What follows belongs to an exercise in optimizing a design on an open flow for small area and a short achievable clock period; a production flow would make more cautious choices. Only simulation tests tie the RTL to the original design; equivalence was not proved.

==> v27: inputs <==
==> flow/design.v (excerpt) <==
module CORDICNCO (clk_i, rst_i, val_i, phase_inc_i, cos_o, sin_o, val_o);
clock: 4.0 ns
lec_check: 0
cap_margin: 20
core_margin: 2
core_utilization: 60
cts_cluster_diameter: 100
cts_cluster_size: 25
setup_slack_margin: 1.5
slew_margin: 20
run.sh (not shown) runs the stock make flow with config.mk's settings and CLKGATE_MAP_FILE= SYNTH_SCRIPT=/design/flow/synth_recipe.tcl, a recipe that flattens the netlist after the stock synthesis.
==> inputs of v26, as changes to v27 <==
--- a/flow/design.v
+++ b/flow/design.v
@@ -516,20 +516,15 @@
     wire [2:0] r13_c7 = add3(r10_c7[2:0], cr13_x7, 1'b0);
     wire [0:0] dp11_c7 = dr11_c7 ^ d0_c7;
     wire [0:0] dp12_c7 = dr12_c7 ^ d0_c7;
     wire [0:0] dp13_c7 = r13_c7[2] ^ d0_c7;
     wire [6:0] lidx_c6 = {dp7_c6, dp6_c6, dp5_c6, dp4_c6, dp3_c6, dp2_c6, dp1_c6};
-    wire [31:0] xf8_w = lut(lidx_c6);
-    wire [31:0] xy8_c6 = {1'b0, xf8_w[30:16], 2'b01, xf8_w[13:0]};
-    wire [31:0] xf9_w = rot9(xy8_c7, dp8_c7);
-    wire [31:0] xy9_c7 = {1'b0, xf9_w[30:16], 2'b01, xf9_w[13:0]};
-    wire [31:0] xf10_w = rot10(xy9_c8, dp9_c8);
-    wire [31:0] xy10_c8 = {1'b0, xf10_w[30:16], 2'b01, xf10_w[13:0]};
-    wire [31:0] xf11_w = rot11(xy10_c9, dp10_c9);
-    wire [31:0] xy11_c9 = {xf11_w[31], xf11_w[30:16], 2'b01, xf11_w[13:0]};
-    wire [31:0] xf12_w = rot12(xy11_c10, dp11_c10);
-    wire [31:0] xy12_c10 = {xf12_w[31], xf12_w[30:16], 2'b01, xf12_w[13:0]};
+    wire [31:0] xy8_c6 = lut(lidx_c6);
+    wire [31:0] xy9_c7 = rot9(xy8_c7, dp8_c7);
+    wire [31:0] xy10_c8 = rot10(xy9_c8, dp9_c8);
+    wire [31:0] xy11_c9 = rot11(xy10_c9, dp10_c9);
+    wire [31:0] xy12_c10 = rot12(xy11_c10, dp11_c10);
     wire [6:0] tf_c11 = {xy12_c11[31:29], &xy12_c11[31:16], xy12_c11[13], dp12_c11, dp13_c11};
     wire [39:0] fo_x11;
     CORDICROT tail (.xy_i(xy12_c11), .f_i(tf_c11), .s_i(d0_c11), .q_i(q_c11), .b_o(fo_x11[39:8]), .k_o(fo_x11[7:0]));
     wire [39:0] fo_c11 = fo_x11;
     reg  [14:0] r0_c2;
==> flow/config.mk (replaced) <==
export PLATFORM = sky130hd
export DESIGN_NAME = CORDICNCO
export DESIGN_NICKNAME = CORDICNCO
export VERILOG_FILES = /design/flow/design.v
export SDC_FILE = /design/flow/constraint.sdc
export NUM_CORES = 4
export LEC_CHECK = 0
export CAP_MARGIN = 20
export CORE_MARGIN = 2
export CORE_UTILIZATION = 40
export SETUP_SLACK_MARGIN = 1.5
export SLEW_MARGIN = 20
==> summary.txt <==
- In v26 the worst hold slack is better than in v27, by 0.0063 ns.
- Between v26 and v27, the lower first-iteration DRC count is in v26 (gap about 16%, measured against v27).
- Against v27, the non-clock buffer count of v26 is lower by 15.
==> figures <==
Multi-input combinational cell area: v27 0.01360 sq mm; v26 0.01377 sq mm
Via count of the first global-routing pass: v27 17910; v26 18320
Routed via count divided by cell count: v27 6.179; v26 5.488
Ratio of final minimum period to clock period: v27 0.6399; v26 0.6397
Run status: v27 complete, no violations; v26 complete, no violations
Fraction of the mapped netlist area in compound gates: v27 0.1858; v26 0.1890
Post-synthesis instance area: v27 0.02190 sq mm; v26 0.02233 sq mm
Slowest Stage Delay on Critical Path: v27 0.41 ns; v26 0.42 ns
Bufs and invs on worst path: v27 3; v26 2
Final worst path period need: v27 2.559 ns; v26 2.559 ns
Worst slew margin relative to its limit: v27 0.2518; v26 0.4906

port drivers added, routing unchanged:
The flow's constraints put no driver on any port. The routed layouts listed below were extracted and timed again, unchanged, in two steps.
Step 1, drivers: a clkbuf_16 drives clk_i and a buf_2 each remaining input, both assumed.
Step 2, shift: input delay + t, output delay - t, t = (earliest + latest rising clock arrival at the registers) / 2. This alone moves slack from input paths to output paths.
a / b / c = ideal ports / drivers / drivers and shift; a / b = the first two.
run	shift t [ns]	slack for setup (ns)	hold slack, ns	slew at the worst register clock pin (ns)	worst data-port slew with drivers (ns)
v27	0.577	1.441 / 1.441 / 0.993	0.302 / 0.302 / 0.302	0.11 / 0.11	0.04
v26	0.621	1.441 / 1.441 / 0.957	0.308 / 0.308 / 0.308	0.07 / 0.07	0.03
After both steps setup and hold are still met in every run listed. The setup slack of v26, which loses most, moves by 0.000 ns with the drivers and by -0.484 ns with both steps.
